Context: an optimization exercise on an open-source flow, tuned for small area, a short achievable clock period and few clock cycles. The choices shown serve that exercise and are no tape-out recipe.
In this exercise RTL edits were held to simulation tests only and were not proved equivalent to the original.

$ cat design.v
module MulDiv(input clk, input reset,
    output io_req_ready,
    input  io_req_valid,
    input [3:0] io_req_bits_fn,
    input  io_req_bits_dw,
    input [63:0] io_req_bits_in1,
    input [63:0] io_req_bits_in2,
    input [4:0] io_req_bits_tag,
    input  io_kill,
    input  io_resp_ready,
    output io_resp_valid,
    output[63:0] io_resp_bits_data,
    output[4:0] io_resp_bits_tag
);
  wire [3:0] fn = io_req_bits_fn;
  wire       dw = io_req_bits_dw;
  wire cmdMul    = ((fn & 4'h4) == 4'h0) | ((fn & 4'h8) == 4'h8);
  wire cmdHi     = ((fn & 4'h5) == 4'h1) | ((fn & 4'h2) == 4'h2) | ((fn & 4'h8) == 4'h8);
  wire lhsSigned = ((fn & 4'h9) == 4'h0) | ((fn & 4'h4) == 4'h0) | ((fn & 4'h3) == 4'h0);
  wire rhsSigned = ((fn & 4'h9) == 4'h0) | ((fn & 4'h4) == 4'h0);
  wire lhs_sign  = lhsSigned & (dw ? io_req_bits_in1[63] : io_req_bits_in1[31]);
  wire rhs_sign  = rhsSigned & (dw ? io_req_bits_in2[63] : io_req_bits_in2[31]);
  wire [63:0] lhs_ext = dw ? io_req_bits_in1 : {{32{lhs_sign}}, io_req_bits_in1[31:0]};
  wire [63:0] rhs_ext = dw ? io_req_bits_in2 : {{32{rhs_sign}}, io_req_bits_in2[31:0]};
  wire [63:0] a_mag = lhs_sign ? (64'h0 - lhs_ext) : lhs_ext;
  wire [63:0] b_mag = rhs_sign ? (64'h0 - rhs_ext) : rhs_ext;
  wire [63:0] a_est = lhs_ext ^ {64{lhs_sign}};
  wire [63:0] b_est = rhs_ext ^ {64{rhs_sign}};
  wire  [7:0] a_nz, b_nz, a_th, b_th;
  genvar gi;
  generate for (gi = 0; gi < 8; gi = gi + 1) begin : g_est
    assign a_nz[gi] = |a_est[8*gi+7:8*gi];
    assign b_nz[gi] = |b_est[8*gi+7:8*gi];
    assign a_th[gi] = |a_nz[7:gi];
    assign b_th[gi] = |b_nz[7:gi];
  end endgenerate
  wire swap = cmdMul & (|(a_th & ~b_th));
  reg        busy;       
  reg        isMul, isHi, isW, sA, sB;
  reg        prep;       
  reg        tail;       
  reg  [5:0] cnt;        
  reg  [7:0] mm;         
  reg  [4:0] tag;
  reg [63:0] P;          
  reg [63:0] L;          
  reg [63:0] B;          
  reg        ov;         
  reg [63:0] od;
  reg        oneg, oinc, ow;
  reg  [4:0] otag;
  wire  [7:0] d = tail ? 8'h00 : L[7:0];
  wire [71:0] p0 = d[0] ? {8'b0, B} : 72'h0;
  wire [71:0] p1 = d[1] ? {7'b0, B, 1'b0} : 72'h0;
  wire [71:0] p2 = d[2] ? {6'b0, B, 2'b0} : 72'h0;
  wire [71:0] p3 = d[3] ? {5'b0, B, 3'b0} : 72'h0;
  wire [71:0] p4 = d[4] ? {4'b0, B, 4'b0} : 72'h0;
  wire [71:0] p5 = d[5] ? {3'b0, B, 5'b0} : 72'h0;
  wire [71:0] p6 = d[6] ? {2'b0, B, 6'b0} : 72'h0;
  wire [71:0] p7 = d[7] ? {1'b0, B, 7'b0} : 72'h0;
  wire [71:0] px = {8'b0, P};
  wire [71:0] s1 = px ^ p0 ^ p1, c1 = ((px & p0) | (px & p1) | (p0 & p1)) << 1;
  wire [71:0] s2 = p2 ^ p3 ^ p4, c2 = ((p2 & p3) | (p2 & p4) | (p3 & p4)) << 1;
  wire [71:0] s3 = p5 ^ p6 ^ p7, c3 = ((p5 & p6) | (p5 & p7) | (p6 & p7)) << 1;
  wire [71:0] s4 = s1 ^ c1 ^ s2, c4 = ((s1 & c1) | (s1 & s2) | (c1 & s2)) << 1;
  wire [71:0] s5 = c2 ^ s3 ^ c3, c5 = ((c2 & s3) | (c2 & c3) | (s3 & c3)) << 1;
  wire [71:0] s6 = s4 ^ c4 ^ s5, c6 = ((s4 & c4) | (s4 & s5) | (c4 & s5)) << 1;
  wire [71:0] s7 = s6 ^ c6 ^ c5, c7 = ((s6 & c6) | (s6 & c5) | (c6 & c5)) << 1;
  wire [71:0] s;
  wire        s_co;
  MulDiv_add #(72) u_madd(.a(s7), .b(c7), .cin(1'b0), .sum(s), .cout(s_co));
  wire  [7:0] nzb;
  generate for (gi = 0; gi < 8; gi = gi + 1) begin : g_nzb
    assign nzb[gi] = |L[8*gi+7:8*gi];
  end endgenerate
  wire more = |(nzb[7:1] & mm[7:1]);
  wire t32  = tail & (cnt[3:2] != 2'b00);            
  wire t16  = tail & ~t32 & cnt[1];                  
  reg  [63:0] mP;
  reg  [63:0] mL;
  reg   [5:0] mcnt;
  always @(*) begin
    if (t32) begin
      mP = {32'h0, P[63:32]};
      mL = {P[31:0], L[63:32]};
      mcnt = cnt - 6'd4;
    end else if (t16) begin
      mP = {16'h0, P[63:16]};
      mL = {P[15:0], L[63:16]};
      mcnt = cnt - 6'd2;
    end else begin
      mP = s[71:8];
      mL = {s[7:0], L[63:8]};
      mcnt = cnt - 6'd1;
    end
  end
  wire mul_last = (mcnt == 6'd0);
  wire mul_tail_next = tail | ~more;
  function [6:0] lzc64(input [63:0] x);
    reg [31:0] z1, c1;
    reg [15:0] z2; reg [31:0] c2;
    reg [7:0]  z3; reg [23:0] c3;
    reg [3:0]  z4; reg [15:0] c4;
    reg [1:0]  z5; reg [9:0]  c5;
    reg        z6; reg [5:0]  c6;
    integer i;
    begin
      for (i = 0; i < 32; i = i + 1) begin
        z1[i] = ~(x[2*i+1] | x[2*i]);
        c1[i] = ~x[2*i+1];
      end
      for (i = 0; i < 16; i = i + 1) begin
        z2[i] = z1[2*i+1] & z1[2*i];
        c2[2*i +: 2] = z1[2*i+1] ? {1'b1, c1[2*i]} : {1'b0, c1[2*i+1]};
      end
      for (i = 0; i < 8; i = i + 1) begin
        z3[i] = z2[2*i+1] & z2[2*i];
        c3[3*i +: 3] = z2[2*i+1] ? {1'b1, c2[2*(2*i) +: 2]} : {1'b0, c2[2*(2*i+1) +: 2]};
      end
      for (i = 0; i < 4; i = i + 1) begin
        z4[i] = z3[2*i+1] & z3[2*i];
        c4[4*i +: 4] = z3[2*i+1] ? {1'b1, c3[3*(2*i) +: 3]} : {1'b0, c3[3*(2*i+1) +: 3]};
      end
      for (i = 0; i < 2; i = i + 1) begin
        z5[i] = z4[2*i+1] & z4[2*i];
        c5[5*i +: 5] = z4[2*i+1] ? {1'b1, c4[4*(2*i) +: 4]} : {1'b0, c4[4*(2*i+1) +: 4]};
      end
      z6 = z5[1] & z5[0];
      c6 = z5[1] ? {1'b1, c5[4:0]} : {1'b0, c5[9:5]};
      lzc64 = z6 ? 7'd64 : {1'b0, c6};
    end
  endfunction
  wire [6:0] lzA = lzc64(L);
  wire [6:0] lzB = lzc64(B);
  wire       bzero = lzB[6];
  wire [6:0] dlt   = lzB - lzA;                     
  wire       dimm  = bzero | dlt[6];                
  wire [5:1] shh   = ~dlt[5:1];                     
  reg  [63:0] rot;
  always @(*) begin
    rot = L;
    if (shh[1]) rot = {rot[61:0], rot[63:62]};
    if (shh[2]) rot = {rot[59:0], rot[63:60]};
    if (shh[3]) rot = {rot[55:0], rot[63:56]};
    if (shh[4]) rot = {rot[47:0], rot[63:48]};
    if (shh[5]) rot = {rot[31:0], rot[63:32]};
  end
  wire [31:0] lm2 = ~({32{1'b1}} << shh);
  wire [63:0] lowmask;
  generate for (gi = 0; gi < 32; gi = gi + 1) begin : g_mask
    assign lowmask[2*gi+1:2*gi] = {2{lm2[gi]}};
  end endgenerate
  wire [63:0] pP = rot & lowmask;
  wire [63:0] pL = rot & ~lowmask;
  wire  [5:0] pcnt = {1'b0, dlt[5:1]} + 6'd1;
  wire [64:0] r2a  = {P, L[63]};
  wire [65:0] ta;
  wire        ta_co;
  MulDiv_add #(66) u_sa(.a({1'b0, r2a}), .b(~{2'b0, B}), .cin(1'b1), .sum(ta), .cout(ta_co));
  wire        qa   = ~ta[65];
  wire [64:0] ra   = qa ? ta[64:0] : r2a;
  wire [64:0] r2b  = {ra[63:0], L[62]};
  wire [65:0] tb;
  wire        tb_co;
  MulDiv_add #(66) u_sb(.a({1'b0, r2b}), .b(~{2'b0, B}), .cin(1'b1), .sum(tb), .cout(tb_co));
  wire        qb   = ~tb[65];
  wire [63:0] rb   = qb ? tb[63:0] : r2b[63:0];
  wire [63:0] dL   = {L[61:0], qa, qb};
  wire        div_last = prep ? dimm : (cnt == 6'd1);
  wire last     = isMul ? mul_last : div_last;
  wire oblock   = ov & ~io_resp_ready;
  wire ready    = ~busy | (last & ~oblock);
  wire fire     = io_req_valid & ready;
  wire complete = busy & last & ~oblock & ~io_kill;
  wire step     = busy & ~(last & oblock);
  assign io_req_ready = ready;
  assign io_resp_valid = ov;
  assign io_resp_bits_tag = otag;
  wire [63:0] ox = (od ^ {64{oneg}}) + {63'h0, oinc};
  assign io_resp_bits_data = ow ? {{32{ox[31]}}, ox[31:0]} : ox;
  reg [63:0] res;
  reg        rneg, rinc;
  always @(*) begin
    if (isMul) begin
      res  = isHi ? mP : (isW ? {32'h0, mL[63:32]} : mL);
      rneg = sA ^ sB;
      rinc = (sA ^ sB) & (~isHi | (mL == 64'h0));
    end else if (prep) begin
      res  = isHi ? L : (bzero ? {64{1'b1}} : 64'h0);
      rneg = isHi & sA;
      rinc = isHi & sA;
    end else begin
      res  = isHi ? rb : dL;
      rneg = isHi ? sA : (sA ^ sB);
      rinc = isHi ? sA : (sA ^ sB);
    end
  end
  always @(posedge clk) begin
    if (reset) begin
      busy <= 1'b0;
      ov   <= 1'b0;
    end else begin
      if (fire) busy <= 1'b1;
      else if (io_kill | complete) busy <= 1'b0;
      if (complete) ov <= 1'b1;
      else if (io_resp_ready) ov <= 1'b0;
    end
  end
  always @(posedge clk) begin
    if (complete) begin
      od   <= res;
      oneg <= rneg;
      oinc <= rinc;
      ow   <= isW;
      otag <= tag;
    end
  end
  always @(posedge clk) begin
    if (fire) begin
      isMul <= cmdMul;
      isHi  <= cmdHi;
      isW   <= ~dw;
      sA    <= lhs_sign;
      sB    <= rhs_sign;
      prep  <= ~cmdMul;
      tail  <= 1'b0;
      cnt   <= dw ? 6'd8 : 6'd4;
      mm    <= 8'hff;
      tag   <= io_req_bits_tag;
      P     <= 64'h0;
      L     <= swap ? b_mag : a_mag;
      B     <= swap ? a_mag : b_mag;
    end else if (step) begin
      if (isMul) begin
        P    <= mP;
        L    <= mL;
        cnt  <= mcnt;
        tail <= mul_tail_next;
        mm   <= {1'b0, mm[7:1]};
      end else if (prep) begin
        prep <= 1'b0;
        P    <= pP;
        L    <= pL;
        cnt  <= pcnt;
      end else begin
        P    <= rb;
        L    <= dL;
        cnt  <= cnt - 6'd1;
      end
    end
  end
endmodule
module MulDiv_add #(parameter W = 64) (input [W-1:0] a, input [W-1:0] b, input cin,
                                        output [W-1:0] sum, output cout);
  reg [W-1:0] G, P, c;
  integer l, i;
  always @(*) begin
    G = a & b;
    P = a ^ b;
    G[0] = G[0] | (P[0] & cin);
    for (l = 1; l < W; l = l * 2)
      for (i = 2*l - 1; i < W; i = i + 2*l) begin
        G[i] = G[i] | (P[i] & G[i-l]);
        P[i] = P[i] & P[i-l];
      end
    for (l = 64; l >= 1; l = l / 2)
      for (i = 3*l - 1; i < W; i = i + 2*l)
        if (l < W) begin
          G[i] = G[i] | (P[i] & G[i-l]);
          P[i] = P[i] & P[i-l];
        end
    c = {G[W-2:0], cin};
  end
  assign sum = a ^ b ^ c;
  assign cout = G[W-1];
endmodule
$ cat config.mk
export PLATFORM = sky130hd
export DESIGN_NAME = MulDiv
export DESIGN_NICKNAME = MulDiv
export VERILOG_FILES = /design/flow/design.v
export SDC_FILE = /design/flow/constraint.sdc
export NUM_CORES = 4
export LEC_CHECK = 0
export CAP_MARGIN = 20
export CORE_MARGIN = 2
export CORE_UTILIZATION = 40
export PLACE_DENSITY = 0.6
export SETUP_SLACK_MARGIN = 5
export SLEW_MARGIN = 20
$ cat constraint.sdc
create_clock -name core_clock -period 12.0 [get_ports {clk}]
set_input_delay 2.4000 -clock core_clock [delete_from_list [all_inputs] [get_ports {clk}]]
set_output_delay 2.4000 -clock core_clock [all_outputs]
set_load 0.01 [all_outputs]
$ cat run.sh
#!/bin/bash
# synth_recipe.tcl (not shown) runs the flow's synth.tcl, then flattens the netlist and writes it again
# the make line also repeats each setting of config.mk as NAME=value (left out here)
make -C /OpenROAD-flow-scripts/flow DESIGN_CONFIG=/design/flow/config.mk WORK_HOME=/design/flow/orfs CLKGATE_MAP_FILE= SYNTH_SCRIPT=/design/flow/synth_recipe.tcl finish
==> out/metrics.csv, run 1 <==
metric,value,unit
synthesis-stage register bit count,291,
"Max FO, Critical Path",4,
number of I/O pins,214,
final worst setup slack,4.22,ns
Via density,6.67,
final-report hold violation count,0,
final WL,352000,um
Finished Cell Area,67900,sq um
Hold WS,0.417,ns
CP max stage delay,0.76,ns
final setup violation count,0,
CTS Sinks,291,
Post-Place Worst Slack,2.28,ns
Longest Clk Path Bufs,3,
Synthesis Warnings,3,
Post-synth EDFFs,217,
Main synth FF type,edfxtp_1,
GRT Util Overall,48.7,%
Failed Checks,"max-capacitance violations, max-slew violations",
worst-path cell chain,buf_4 -> nor4_4 -> o21ai_2 -> nand2_1 -> nand2_1 -> nand2_2 -> nand3_4 -> a311oi_4 -> ha_4 -> nor2b_1 -> o31a_1 -> o21a_1 -> a311o_1 -> a31oi_4 -> a311oi_2 -> buf_4 -> o21ai_4 -> buf_6,
Hold Buf Count CTS,0,
sequential area share after synthesis,14.7,%
placed cell area,58800,sq um
status,failed layout checks,
area of the core,135000,sq um
Clock transition at path regs,0.06,ns
Post-Syn Instances,6840,
worst-margin pin slew,1.79,ns
Fmax,129,MHz
Antenna Violating Nets Remaining,0,
clk latency of the worst-skew pair,0.69,ns
Reg2Reg Setup Slack,4.26,ns
number of max-cap violations,1,
area grow syn2layout,24.6,%
kind of critical path,reg2out,
first-pass GRT wire length,473000,um
routability-driven placement congestion ratio,1.11,
Post-synth ARST share,0,%
vias in the first global route,56600,
PortBufs,213,
initial core utilization,40.3,%
unrepaired setup endpoints after global routing,true,
Pre-antenna DRT Iters,9,
Post-Syn Nets,7746,
H-Tree Depth,2,
Post-DP HPWL,261000,um
Worst setup SP type,register,
initial antenna violation count,47,
CP Capture Type,output pin,
# DRC,0,
die width,373,um
"commonest non-fill, non-tap cell in the layout",inv_1,
CP max-delay cell,a311oi_4,
TritonCTS clock tree,done,
Hold WC Path Type,reg2reg,
row count,135,
initial DRC count,8704,
skew final,0.0306,ns
layout cells sized above 1,18.4,%
Yosys top cell by area,fa_1,
Final Cycle Share,64.8,%
main area contributors after synthesis,"fa_1 (20%), edfxtp_1 (12%), mux2i_1 (6.0%)",
CTS root buffer,clkbuf_16,
slew margin rel.,-19.7,%
unique cell type count in the Yosys netlist,105,
utilization after layout,50.1,%
die height,373,um
largest net degree at the start of global routing,155,
setup_tns,0,ns
crit path time final,7.78,ns
Num CTS Buffers,43,
"Cell Area, Synth",54500,sq um
Final nets,8086,
share of Yosys cell area claimed by the top area cell type,19.7,%
Avg Inst Size Synth,7.97,sq um
routed via count,60100,
wire length per cell,39.0,um
total gr overflow,0,
CP Data Required Time,9.60,ns
Die ar.,139000,sq um
most frequent cells in the layout,"inv_1 (771), nand2_1 (593), fa_1 (509)",
Pins Over Slew Limit,2,
"Data arrival, critical path",5.38,ns
flip-flops by register name, indices dropped and copies added (netlist names), 5 cells and up:
name and count:
B 64, L 64, P 64, od 64
mm 7, cnt 6, otag 5, tag 5
synth_stat cells (13+ instances only):
cell	count
or4_1	28
nand4_1	73
xnor2_1	176
and4_1	13
edfxtp_1	217
nor2b_1	38
buf_2	22
o41ai_1	15
a221oi_1	45
a222oi_1	15
o311ai_0	15
o31a_1	16
buf_1	64
nor2_1	438
o211ai_1	58
a221o_1	20
nand2_1	616
and2_1	291
dfxtp_1	74
o21a_1	28
a22oi_1	51
a31oi_1	47
mux2i_1	329
a21oi_1	535
ha_1	227
mux2_2	62
o31ai_1	39
nand2b_1	43
o22ai_1	106
a311oi_1	17
nor4_1	55
o21ai_0	365
o221ai_1	32
xor2_1	127
inv_1	803
a21o_1	109
a22o_1	46
nand3_1	101
nor3_1	183
or3_1	25
a211oi_1	62
fa_1	536
a211o_1	14
and3_1	21
clkbuf_1	400
through the flow:
stage	instances
floorplan	6840
global placement	8520
detailed placement	8522
CTS	8892
global route	9007
finish	9024
final cells by class:
cell class / count / area [sq um]
Timing Repair Buffer: 796 / 7950
Fill cell: 13000 / 67500
Inverter: 813 / 3100
Multi-Input combinational cell: 5235 / 45100
Tap cell: 1781 / 2230
Clock inverter: 29 / 363
Clock buffer: 50 / 1110
Sequential cell: 291 / 8020
Antenna cell: 29 / 72.6
cells by family (layout without fill, tap and decap cells):
group           after synthesis  in the layout  share of synthesized area [%]
buf+inv                    1316           1688                           9.33
fa+ha+maj                   763            763                           24.9
xor+xnor                    303            303                           4.87
flops                       291            291                           14.7
simple gates               2005           2007                           18.0
mux                         398            398                           7.49
other cells                   0             29                              0
compound gates             1764           1764                           20.7
worst paths after layout:
kind / startpoint / end / cells after the start
hold reg to reg: tag[2] / otag[2] / 0
setup reg to reg: B[6] / od[62] / 35
hold / removal: tag[2] / otag[2] / 0
setup / recovery: B[13] / io_req_ready / 18
worst max-delay path: cells and delay by family, from the launching register on:
kind            cells  cell delay [ns]
flops               1             0.48
fa+ha+maj           1             0.32
simple gates        6             0.90
compound gates      8             2.41
buf+inv             3             0.56
per-layer routing:
metal	wire [um]	up-vias	GRT usage, %
met5	118	-	0.0343
met4	37000	18	39.6
met3	46100	1170	17.1
met2	141000	4604	68.5
met1	128000	29900	59.8
li1	-	24500	-
what timing repair did:
item,4_1_cts,5_1_grt
pin swaps,211,147
setup endpoints to repair,472,263
resized for setup,649,218
gates cloned,18,9
buffers inserted,273,89
Testbench counts, summed over its fixed seeds: cycles 13,644.
==> run 2: changes to the inputs <==
--- a/design.v
+++ b/design.v
@@ -38,7 +38,6 @@
   reg        busy;       
   reg        isMul, isHi, isW, sA, sB;
   reg        prep;       
-  reg        tail;       
   reg  [5:0] cnt;        
   reg  [7:0] mm;         
   reg  [4:0] tag;
@@ -49,7 +48,7 @@
   reg [63:0] od;
   reg        oneg, oinc, ow;
   reg  [4:0] otag;
-  wire  [7:0] d = tail ? 8'h00 : L[7:0];
+  wire  [7:0] d = L[7:0];
   wire [71:0] p0 = d[0] ? {8'b0, B} : 72'h0;
   wire [71:0] p1 = d[1] ? {7'b0, B, 1'b0} : 72'h0;
   wire [71:0] p2 = d[2] ? {6'b0, B, 2'b0} : 72'h0;
@@ -74,28 +73,19 @@
     assign nzb[gi] = |L[8*gi+7:8*gi];
   end endgenerate
   wire more = |(nzb[7:1] & mm[7:1]);
-  wire t32  = tail & (cnt[3:2] != 2'b00);            
-  wire t16  = tail & ~t32 & cnt[1];                  
-  reg  [63:0] mP;
-  reg  [63:0] mL;
-  reg   [5:0] mcnt;
-  always @(*) begin
-    if (t32) begin
-      mP = {32'h0, P[63:32]};
-      mL = {P[31:0], L[63:32]};
-      mcnt = cnt - 6'd4;
-    end else if (t16) begin
-      mP = {16'h0, P[63:16]};
-      mL = {P[15:0], L[63:16]};
-      mcnt = cnt - 6'd2;
-    end else begin
-      mP = s[71:8];
-      mL = {s[7:0], L[63:8]};
-      mcnt = cnt - 6'd1;
-    end
-  end
-  wire mul_last = (mcnt == 6'd0);
-  wire mul_tail_next = tail | ~more;
+  wire [63:0] mP = s[71:8];
+  wire [63:0] mL = {s[7:0], L[63:8]};
+  wire        mul_last = ~more;
+  wire  [2:0] t = cnt[2:0] - 3'd1;
+  wire [127:0] win0 = isHi ? {64'h0, mP} : {mP, mL};
+  wire [95:0]  win1 = t[2] ? win0[127:32] : win0[95:0];
+  wire [79:0]  win2 = t[1] ? win1[95:16] : win1[79:0];
+  wire [63:0]  win3 = t[0] ? win2[71:8] : win2[63:0];
+  wire  [7:0] pzb;
+  generate for (gi = 0; gi < 8; gi = gi + 1) begin : g_pzb
+    assign pzb[gi] = ~|mP[8*gi+7:8*gi] | (gi >= t);
+  end endgenerate
+  wire lo_zero = (mL == 64'h0) & (&pzb);
   function [6:0] lzc64(input [63:0] x);
     reg [31:0] z1, c1;
     reg [15:0] z2; reg [31:0] c2;
@@ -182,9 +172,9 @@
   reg        rneg, rinc;
   always @(*) begin
     if (isMul) begin
-      res  = isHi ? mP : (isW ? {32'h0, mL[63:32]} : mL);
+      res  = win3;
       rneg = sA ^ sB;
-      rinc = (sA ^ sB) & (~isHi | (mL == 64'h0));
+      rinc = (sA ^ sB) & (~isHi | lo_zero);
     end else if (prep) begin
       res  = isHi ? L : (bzero ? {64{1'b1}} : 64'h0);
       rneg = isHi & sA;
@@ -223,8 +213,7 @@
       sA    <= lhs_sign;
       sB    <= rhs_sign;
       prep  <= ~cmdMul;
-      tail  <= 1'b0;
-      cnt   <= dw ? 6'd8 : 6'd4;
+      cnt   <= cmdMul ? 6'd8 : 6'd0;
       mm    <= 8'hff;
       tag   <= io_req_bits_tag;
       P     <= 64'h0;
@@ -234,8 +223,7 @@
       if (isMul) begin
         P    <= mP;
         L    <= mL;
-        cnt  <= mcnt;
-        tail <= mul_tail_next;
+        cnt  <= cnt - 6'd1;
         mm   <= {1'b0, mm[7:1]};
       end else if (prep) begin
         prep <= 1'b0;
==> run 2 against run 1 <==
  * Cell count is 0.45% lower
  * Setup slack lost 0.15 ns
  * Critical path type is now reg2reg
  * Sequential share of layout area decreased by 0.27 points
  * Critical path depth is 11 higher
  * Now clean on timing, DRC and antenna
  * First-iteration DRC count up 0.46%
  * Utilization is 0.79 points higher
  * Via count shrank 1.0%
  * Global-route usage is 4.3 points lower
  * Largest cell class unchanged
==> out/metrics.csv, run 2 <==
metric,value,unit,change
area of the core,136000,sq um,was 135000 sq um
PortBufs,213,,unchanged
Post-Syn Nets,7673,,was 7746
Final nets,8050,,was 8086
most common cell in the synthesized netlist,inv_1,,unchanged
Longest Clk Path Bufs,3,,unchanged
worst-margin pin slew,1.40,ns,was 1.79 ns
unique cell type count in the Yosys netlist,97,,was 105
first-pass GRT wire length,440000,um,was 473000 um
kind of critical path,reg2reg,,was reg2out
Post-synth ARST share,0,%,unchanged
Pins Over Slew Limit,0,,was 2
Post-synth EDFFs,217,,unchanged
Hold WS,0.419,ns,was 0.417 ns
Num CTS Buffers,42,,was 43
Hold Buf Count CTS,0,,unchanged
unrepaired setup endpoints after global routing,true,,unchanged
clk latency of the worst-skew pair,0.69,ns,about the same
"Cell Area, Synth",54800,sq um,was 54500 sq um
CP max stage delay,0.65,ns,was 0.76 ns
Final Cycle Share,66.1,%,was 64.8%
"Data arrival, critical path",8.30,ns,was 5.38 ns
largest net degree at the start of global routing,143,,was 155
final WL,323000,um,was 352000 um
main area contributors after synthesis,"fa_1 (20%), edfxtp_1 (12%), mux2i_1 (7.2%)",,"was fa_1 (20%), edfxtp_1 (12%), mux2i_1 (6.0%)"
# DRC,0,,unchanged
setup_tns,0,ns,unchanged
initial core utilization,40.4,%,was 40.3%
CP max-delay cell,o211ai_1,,was a311oi_4
CTS Sinks,290,,was 291
Worst setup SP type,register,,unchanged
Synthesis Warnings,3,,unchanged
Post-Syn Instances,6768,,was 6840
TritonCTS clock tree,done,,unchanged
die height,374,um,was 373 um
routability-driven placement congestion ratio,1.11,,about the same
skew final,0.0592,ns,was 0.0306 ns
crit path time final,7.93,ns,was 7.78 ns
"most used cell, CP",fa_1,,
Antenna Violating Nets Remaining,0,,unchanged
total gr overflow,0,,unchanged
area grow syn2layout,26.2,%,was 24.6%
Hold WC Path Type,reg2reg,,unchanged
share of Yosys cell area claimed by the top area cell type,19.6,%,was 19.7%
final-report hold violation count,0,,unchanged
"Max FO, Critical Path",6,,was 4
Clock transition at path regs,0.07,ns,was 0.06 ns
wire length per cell,35.9,um,was 39.0 um
Via density,6.63,,was 6.67
final setup violation count,0,,unchanged
sequential area share after synthesis,14.6,%,was 14.7%
routed via count,59500,,was 60100
Main synth FF type,edfxtp_1,,unchanged
CP Capture Type,register,,was output pin
initial DRC count,8744,,was 8704
CP Data Required Time,12.37,ns,was 9.60 ns
Avg Inst Size Synth,8.10,sq um,was 7.97 sq um
Post-DP HPWL,236000,um,was 261000 um
"commonest non-fill, non-tap cell in the layout",inv_1,,unchanged
slew margin rel.,5.81,%,was -19.7%
H-Tree Depth,2,,unchanged
CTS root buffer,clkbuf_16,,unchanged
most frequent cells in the layout,"inv_1 (665), nand2_1 (511), fa_1 (495)",,"was inv_1 (771), nand2_1 (593), fa_1 (509)"
synthesis-stage register bit count,290,,was 291
number of I/O pins,214,,unchanged
Fmax,126,MHz,was 129 MHz
Pre-antenna DRT Iters,9,,unchanged
vias in the first global route,56200,,was 56600
die width,374,um,was 373 um
row count,135,,unchanged
initial antenna violation count,39,,was 47
Die ar.,140000,sq um,was 139000 sq um
Yosys top cell by area,fa_1,,unchanged
number of max-cap violations,0,,was 1
status,finished clean,,was failed layout checks
Post-synth top cells,"inv_1 (704), a21oi_1 (553), nand2_1 (537), fa_1 (536), nor2_1 (500)",,"was inv_1 (803), nand2_1 (616), fa_1 (536), a21oi_1 (535), nor2_1 (438)"
GRT Util Overall,44.4,%,was 48.7%
layout cells sized above 1,20.2,%,was 18.4%
[run 2: changes by cell type after synthesis, moves of 54 or more]
cell | previous run | this run
nor2_1 | 438 | 500
nand2_1 | 616 | 537
and2_1 | 291 | 378
mux2i_1 | 329 | 395
nor3_1 | 183 | 115
o22ai_1 | 106 | 52
inv_1 | 803 | 704
[run 2: per-stage QoR]
| step | setup slack [ns] | utilization, % | std cells | instance area [sq um] |
|---|---|---|---|---|
| 3_3_place_gp | 1.59 | 43.5 | 8466 | 59000 |
| 2_1_floorplan | 5.00 | - | 6768 | 54900 |
| 3_5_place_dp | 1.64 | 43.5 | 8472 | 59100 |
| 6_report | 4.07 | 50.9 | 8983 | 69200 |
| 5_1_grt | 4.04 | 50.9 | 8966 | 69100 |
| 4_1_cts | 4.32 | 48.7 | 8845 | 66200 |
[run 2: worst paths after layout]
check / from / endpoint / slack (ns) / cells past startpoint
max: L[5] / od[20] / 4.07 / 29
min: tag[0] / otag[0] / 0.42 / 0
max reg2reg: L[5] / od[20] / 4.07 / 29
min reg2reg: tag[0] / otag[0] / 0.42 / 0
[run 2: kinds of logic after synthesis]
family | after synthesis | share of synthesized area (%)
simple gates | 2039 | 18.5
compound gates | 1661 | 19.1
buf+inv | 1196 | 8.31
fa+ha+maj | 762 | 24.7
mux | 513 | 9.84
xor+xnor | 307 | 4.90
flops | 290 | 14.6
[run 2: layout make-up]
type	instances	area, sq um
antenna	26	65.1
tap	1781	2230
clock buffer	54	1150
inverter	712	2760
sequential	290	7980
clock inverter	21	181
multi-input combinational	5282	46500
timing repair inverter	1	8.76
timing repair buffer	816	8290
fill	13000	66600
[run 2: critical path, delay by kind of cell (launching register included)]
kind	cells	cell delay [ns]
buffers and inverters	7	0.95
adders and majority gates	6	2.95
DFF	1	0.57
muxes	1	0.60
AOI/OAI and AO/OA	7	1.56
and+or+nand+nor	8	0.95
[run 2: what timing repair did]
| item | in CTS | in global routing |
|---|---|---|
| cloned | 23 | 8 |
| buffers inserted | 275 | 103 |
| endpoints found under the setup margin | 443 | 243 |
| resized for setup | 636 | 376 |
| pin swaps | 161 | 176 |
[run 2: metal layers]
| layer | global-route usage (%) | share of wire, % | up-vias |
|---|---|---|---|
| li1 | - | - | 24300 |
| met2 | 64.2 | 40 | 4427 |
| met3 | 16.1 | 13 | 1259 |
| met1 | 55.2 | 37 | 29500 |
| met5 | 0.617 | 0.11 | - |
| met4 | 29.9 | 9.3 | 21 |
Testbench counts of run 2, summed over its fixed seeds: cycles 11,700.
==> run 3: changes to the inputs <==
--- a/config.mk
+++ b/config.mk
@@ -9,5 +9,5 @@
 export CORE_MARGIN = 2
 export CORE_UTILIZATION = 40
 export PLACE_DENSITY = 0.6
-export SETUP_SLACK_MARGIN = 5
+export SETUP_SLACK_MARGIN = 4
 export SLEW_MARGIN = 20
==> run 3 against run 2 <==
  * Global-route usage shrank 0.98 points
  * Utilization fell by 4.1 points
  * Sequential share of layout area increased by 1.0 points
  * Critical path type unchanged
  * Clock skew fell by 0.016 ns
  * Clock-buffer cell count decreased by 10
  * Design area shrank 8.0%
  * Non-clock buffer count decreased by 257
  * Register-to-register slack worse by 0.17 ns
==> out/metrics.csv, run 3 <==
metric,value,unit,change
status,finished clean,,unchanged
Clock transition at path regs,0.09,ns,was 0.07 ns
kind of critical path,reg2reg,,unchanged
Pins Over Slew Limit,0,,unchanged
Main synth FF type,edfxtp_1,,unchanged
row count,135,,unchanged
final worst setup slack,3.90,ns,was 4.07 ns
CP top delay family,adder cells,,unchanged
area grow syn2layout,16.1,%,was 26.2%
Via density,6.55,,was 6.63
initial antenna violation count,44,,was 39
total stage count of the critical path,29,,unchanged
crit path time final,8.10,ns,was 7.93 ns
Post-synth ARST share,0,%,unchanged
Post-synth top cells,"inv_1 (704), a21oi_1 (553), nand2_1 (537), fa_1 (536), nor2_1 (500)",,unchanged
crit path to,od[22],,was od[20]
vias in the first global route,53800,,was 56200
CP max stage delay,0.72,ns,was 0.65 ns
CP max-delay cell,fa_2,,was o211ai_1
CP startpoint,L[6],,was L[5]
wire length per cell,36.4,um,was 35.9 um
Hold WS,0.410,ns,was 0.419 ns
Yosys top cell by area,fa_1,,unchanged
skew final,0.0431,ns,was 0.0592 ns
main area contributors after synthesis,"fa_1 (20%), edfxtp_1 (12%), mux2i_1 (7.2%)",,unchanged
CTS root buffer,clkbuf_16,,unchanged
"most used cell, CP",fa_1,,unchanged
Num CTS Buffers,43,,was 42
Fmax,124,MHz,was 126 MHz
Hold Buf Count CTS,0,,unchanged
routability-driven placement congestion ratio,1.09,,was 1.11
number of max-cap violations,0,,unchanged
unique cell type count in the Yosys netlist,97,,unchanged
Synthesis Warnings,3,,unchanged
Worst setup SP type,register,,unchanged
"Max FO, Critical Path",9,,was 6
total gr overflow,0,,unchanged
RR Startpoint,L[6],,was L[5]
layout cells sized above 1,11.7,%,was 20.2%
"commonest non-fill, non-tap cell in the layout",inv_1,,unchanged
PortBufs,213,,unchanged
Antenna Violating Nets Remaining,0,,unchanged
worst reg2reg path endpoint,od[22],,was od[20]
CTS Sinks,290,,unchanged
unrepaired setup endpoints after global routing,true,,unchanged
most common cell in the synthesized netlist,inv_1,,unchanged
Final Cycle Share,67.5,%,was 66.1%
setup_tns,0,ns,unchanged
die width,374,um,unchanged
worst-margin pin slew,1.31,ns,was 1.40 ns
die height,374,um,unchanged
clk latency of the worst-skew pair,0.67,ns,was 0.69 ns
"Data arrival, critical path",8.47,ns,was 8.30 ns
CP Capture Type,register,,unchanged
share of Yosys cell area claimed by the top area cell type,19.6,%,unchanged
first-pass GRT wire length,429000,um,was 440000 um
CP Data Required Time,12.38,ns,was 12.37 ns
largest net degree at the start of global routing,168,,was 143
final setup violation count,0,,unchanged
synthesis-stage register bit count,290,,unchanged
final WL,318000,um,was 323000 um
TritonCTS clock tree,done,,unchanged
Die ar.,140000,sq um,unchanged
area of the core,136000,sq um,unchanged
"Cell Area, Synth",54800,sq um,unchanged
routed via count,57100,,was 59500
Post-Place Worst Slack,2.23,ns,was 1.64 ns
Post-Syn Instances,6768,,unchanged
Hold WC Path Type,reg2reg,,unchanged
initial core utilization,40.4,%,unchanged
Avg Inst Size Synth,8.10,sq um,unchanged
Reg2Reg Setup Slack,3.90,ns,was 4.07 ns
slew margin rel.,11.9,%,was 5.81%
Post-synth EDFFs,217,,unchanged
H-Tree Depth,2,,unchanged
GRT Util Overall,43.4,%,was 44.4%
final-report hold violation count,0,,unchanged
number of I/O pins,214,,unchanged
# DRC,0,,unchanged
utilization after layout,46.9,%,was 50.9%
Worst Path Buf+Inv,6,,was 7
Post-Syn Nets,7673,,unchanged
reg2reg path depth,29,,unchanged
Longest Clk Path Bufs,3,,unchanged
Final nets,7796,,was 8050
most frequent cells in the layout,"inv_1 (696), a21oi_1 (533), nand2_1 (530)",,"was inv_1 (665), nand2_1 (511), fa_1 (495)"
sequential area share after synthesis,14.6,%,unchanged
initial DRC count,8570,,was 8744
Pre-antenna DRT Iters,8,,was 9
Post-DP HPWL,242000,um,was 236000 um
[run 3: cell counts after synthesis]
Identical to the previous run, type by type.
[run 3: stage by stage]
stage          cell area, sq um  instances
2_1_floorplan             54800       6768
3_3_place_gp              59000       8464
3_5_place_dp              59100       8465
4_1_cts                   62000       8624
5_1_grt                   63600       8715
6_report                  63700       8726
[run 3: what timing repair did]
action	CTS	global route
setup endpoints to repair	157	94
endpoints found under the hold margin	0	0
cloned	4	12
pin swaps	17	56
setup buffers	77	67
resized for setup	159	176
[run 3: routing by layer]
layer	GRT usage (%)	up-vias	wire length [um]
met5	0	-	155
met4	26.3	24	26400
met3	14.3	999	41700
met2	62.4	3977	128000
met1	56.3	28300	122000
li1	-	23800	-
[run 3: cells by family after synthesis]
family / count (synthesis) / synth area share [%]
compound gates: 1661 / 19.1
simple gates: 2039 / 18.5
buf+inv: 1196 / 8.31
mux: 513 / 9.84
flops: 290 / 14.6
fa+ha+maj: 762 / 24.7
xor+xnor: 307 / 4.90
[run 3: worst min path at each step]
| stage | to | cells past startpoint | slack, ns | start |
|---|---|---|---|---|
| finish | otag[3] | 0 | 0.41 | tag[3] |
| global placement | otag[0] | 0 | 0.40 | tag[0] |
| floorplan | otag[0] | 0 | 0.40 | tag[0] |
| global route | otag[3] | 0 | 0.44 | tag[3] |
| detailed placement | otag[1] | 0 | 0.40 | tag[1] |
| CTS | otag[3] | 0 | 0.41 | tag[3] |
[run 3: layout make-up]
type                    count  area (sq um)
fillers                 13400         72100
multi-input cells        5284         43900
flip-flops and latches    290          7980
repair buffers            559          5300
inverters                 712          2710
well taps                1781          2230
clock buffers              44          1080
clock inverters            34           377
diodes                     21          52.6
repair inverters            1          11.3
[run 3: worst register-to-register path: cells and delay by family (launching register included)]
kind	cells	cell delay, ns
muxes	1	0.52
adders and majority gates	6	3.05
DFF	1	0.62
AOI/OAI and AO/OA	7	1.42
buffers and inverters	6	0.73
and+or+nand+nor	9	1.47
==> run 4: changes to the inputs <==
--- a/config.mk
+++ b/config.mk
@@ -9,5 +9,5 @@
 export CORE_MARGIN = 2
 export CORE_UTILIZATION = 40
 export PLACE_DENSITY = 0.6
-export SETUP_SLACK_MARGIN = 4
+export SETUP_SLACK_MARGIN = 4.5
 export SLEW_MARGIN = 20
==> run 4 against run 3 <==
  * Global-route usage shrank 0.57 points
  * Fmax grew 3.7%
  * Largest cell class unchanged
  * Still clean on timing, DRC and antenna
  * Sequential share of layout area shrank 0.52 points
==> out/metrics.csv, run 4 <==
metric,value,unit,change
initial core utilization,40.4,%,unchanged
final worst setup slack,4.19,ns,was 3.90 ns
Compound-Gate Fraction of Synth Area,19.1,%,unchanged
Worst setup SP type,register,,unchanged
adder-cell share of the synthesized area,24.7,%,unchanged
Seq. cell area,7980,sq um,unchanged
"Cell Area, Synth",54800,sq um,unchanged
Num CTS Buffers,43,,unchanged
initial antenna violation count,39,,was 44
status,finished clean,,unchanged
most common cell in the synthesized netlist,inv_1,,unchanged
H-Tree Depth,2,,unchanged
reg2reg path depth,26,,was 29
Final nets,7951,,was 7796
Post-Syn Instances,6768,,unchanged
Worst Path Buf+Inv,6,,unchanged
Yosys top cell by area,fa_1,,unchanged
slew margin rel.,5.15,%,was 11.9%
# DRC,0,,unchanged
unique cell type count in the Yosys netlist,97,,unchanged
largest net degree at the start of global routing,148,,was 168
routed via count,59100,,was 57100
crit path time final,7.81,ns,was 8.10 ns
Post-DP HPWL,229000,um,was 242000 um
Die ar.,140000,sq um,unchanged
number of max-cap violations,0,,unchanged
most frequent cells in the layout,"inv_1 (679), nand2_1 (525), a21oi_1 (506)",,"was inv_1 (696), a21oi_1 (533), nand2_1 (530)"
largest family of logic cells by synthesized area,adder cells,,unchanged
FILL cells,13200,,was 13400
synthesis-stage register bit count,290,,unchanged
Post-Place Worst Slack,2.21,ns,was 2.23 ns
Hold Path End,otag[2],,was otag[3]
vias in the first global route,55100,,was 53800
worst reg2reg path endpoint,od[14],,was od[22]
Longest Clk Path Bufs,3,,unchanged
CP top delay family,adder cells,,unchanged
Post-Syn Nets,7673,,unchanged
Hold WC Path Type,reg2reg,,unchanged
CP Capture Type,register,,unchanged
Post-synth top cells,"inv_1 (704), a21oi_1 (553), nand2_1 (537), fa_1 (536), nor2_1 (500)",,unchanged
PortBufs,213,,unchanged
final setup violation count,0,,unchanged
CP Data Required Time,12.39,ns,was 12.38 ns
first-pass GRT wire length,427000,um,was 429000 um
mux contribution to synthesized area,9.84,%,unchanged
total gr overflow,0,,unchanged
clk latency of the worst-skew pair,0.69,ns,was 0.67 ns
routability-driven placement congestion ratio,1.12,,was 1.09
"commonest non-fill, non-tap cell in the layout",inv_1,,unchanged
wire length per cell,35.9,um,was 36.4 um
die height,374,um,unchanged
kind of critical path,reg2reg,,unchanged
Synthesis Warnings,3,,unchanged
Multi-input gate area,44900,sq um,was 43900 sq um
"Max FO, Critical Path",14,,was 9
Reg2Reg Setup Slack,4.19,ns,was 3.90 ns
post-synthesis xor/xnor area fraction,4.90,%,unchanged
CTS root buffer,clkbuf_16,,unchanged
CP max stage delay,0.69,ns,was 0.72 ns
Antenna Violating Nets Remaining,0,,unchanged
Worst Hold Launch,tag[2],,was tag[3]
layout cells sized above 1,15.9,%,was 11.7%
final-report hold violation count,0,,unchanged
CTS Sinks,290,,unchanged
hold path depth,0,,unchanged
unrepaired setup endpoints after global routing,true,,unchanged
share of Yosys cell area claimed by the top area cell type,19.6,%,unchanged
Post-synth EDFFs,217,,unchanged
Via density,6.64,,was 6.55
GRT Util Overall,42.9,%,was 43.4%
"most used cell, CP",fa_1,,unchanged
Main synth FF type,edfxtp_1,,unchanged
setup_tns,0,ns,unchanged
number of I/O pins,214,,unchanged
initial DRC count,8425,,was 8570
Avg Inst Size Synth,8.10,sq um,unchanged
die width,374,um,unchanged
Post-synth ARST share,0,%,unchanged
Pins Over Slew Limit,0,,unchanged
RR Startpoint,L[0],,was L[6]
Clock transition at path regs,0.07,ns,was 0.09 ns
"Data arrival, critical path",8.20,ns,was 8.47 ns
Hold WS,0.422,ns,was 0.410 ns
Fmax,128,MHz,was 124 MHz
skew final,0.0465,ns,was 0.0431 ns
CP max-delay cell,fa_2,,unchanged
worst-margin pin slew,1.42,ns,was 1.31 ns
Final Cycle Share,65.1,%,was 67.5%
main area contributors after synthesis,"fa_1 (20%), edfxtp_1 (12%), mux2i_1 (7.2%)",,unchanged
sequential area share after synthesis,14.6,%,unchanged
final WL,319000,um,was 318000 um
TritonCTS clock tree,done,,unchanged
area grow syn2layout,21.1,%,was 16.1%
row count,135,,unchanged
area of the core,136000,sq um,unchanged
Pre-antenna DRT Iters,6,,was 8
simple-gate area share of the yosys netlist,18.5,%,unchanged
## run 4: cell counts after synthesis
No cell type changed its count.
## run 4: area by class of cell
cell class / instances / share of cell area [%]
repair buffers: 713 / 10.8
clock buffers: 57 / 1.86
multi-input cells: 5285 / 67.5
diodes: 37 / 0.139
well taps: 1781 / 3.36
flip-flops and latches: 290 / 12.0
inverters: 712 / 4.07
repair inverters: 1 / 0.0132
clock inverters: 21 / 0.251
## run 4: logic make-up after synthesis
group | after synthesis
mux | 513
simple gates | 2039
compound gates | 1661
xor+xnor | 307
buf+inv | 1196
fa+ha+maj | 762
flops | 290
## run 4: timing repair
item / in CTS / in global routing
hold buffers: 0 / 0
endpoints found under the hold margin: 0 / 0
gates resized for setup: 346 / 270
endpoints found under the setup margin: 406 / 131
pin swaps: 71 / 135
cloned: 18 / 18
setup buffers: 179 / 103
## run 4: per-layer routing
layer	up-vias	global-route usage, %	routed length [um]
li1	24100	-	-
met3	1355	15.8	45300
met5	-	0.206	126
met4	14	30.0	31500
met1	29000	53.2	116000
met2	4538	61.3	127000
## run 4: how the worst max path moves through the flow
stage,start,end,slack [ns],cells after the start
after floorplan,oneg,io_resp_bits_data[58],4.56,19
after global placement,L[5],od[22],2.33,29
after detailed placement,L[5],od[22],2.21,29
after CTS,L[2],od[20],4.39,30
after global routing,L[4],od[20],4.09,26
final,L[0],od[14],4.19,26
## run 4: per-stage QoR
stage / instance area (sq um) / cells / utilization (%)
4_1_cts: 63900 / 8738 / 47.0
5_1_grt: 66300 / 8869 / 48.9
6_report: 66400 / 8897 / 48.9
3_5_place_dp: 59000 / 8463 / 43.5
3_3_place_gp: 58900 / 8458 / 43.4
2_1_floorplan: 54800 / 6768 / -
## run 4: worst reg2reg max path, cell delays in order (launching register included)
cell and delay [ns]:
edfxtp_1 0.44, buf_12 0.17, buf_4 0.21, clkbuf_16 0.25, nand2_1 0.12, fa_1 0.58
fa_1 0.51, fa_1 0.40, inv_1 0.13, fa_1 0.49, ha_4 0.30, and4_4 0.27
nand2_8 0.08, nor3_4 0.20, buf_12 0.16, nand3_4 0.26, a21oi_4 0.28, a21o_1 0.16
nand4_1 0.16, a31oi_4 0.25, a31oi_1 0.15, fa_2 0.69, inv_2 0.08, mux4_2 0.52
mux2i_2 0.28, mux2i_1 0.12, o21a_2 0.29

## port drivers added, routing unchanged
No port has a modelled driver above. Below, the same layouts with a new extraction and two added sets of constraints. Step 1 assumes that a clkbuf_16 drives the clock port and a buf_2 every other input. Step 2 times the ports against the registers' clock, not the clock port: input delays grow and output delays shrink by t, the midpoint of the rising clock arrivals with the driver on. Slacks: ideal / step 1 / step 2; pairs: ideal / step 1.
run	shift t [ns]	setup slack, ns	worst hold slack (ns)	clock arrival spread, ns
run 1	0.742	4.219 / 4.147 / 4.258	0.417 / 0.417 / 0.417	0.030 / 0.031
run 2	0.742	4.071 / 4.071 / 4.071	0.419 / 0.419 / 0.419	0.059 / 0.059
run 3	0.722	3.903 / 3.903 / 3.903	0.410 / 0.410 / 0.410	0.044 / 0.044
run 4	0.754	4.189 / 4.189 / 4.189	0.422 / 0.422 / 0.422	0.047 / 0.047
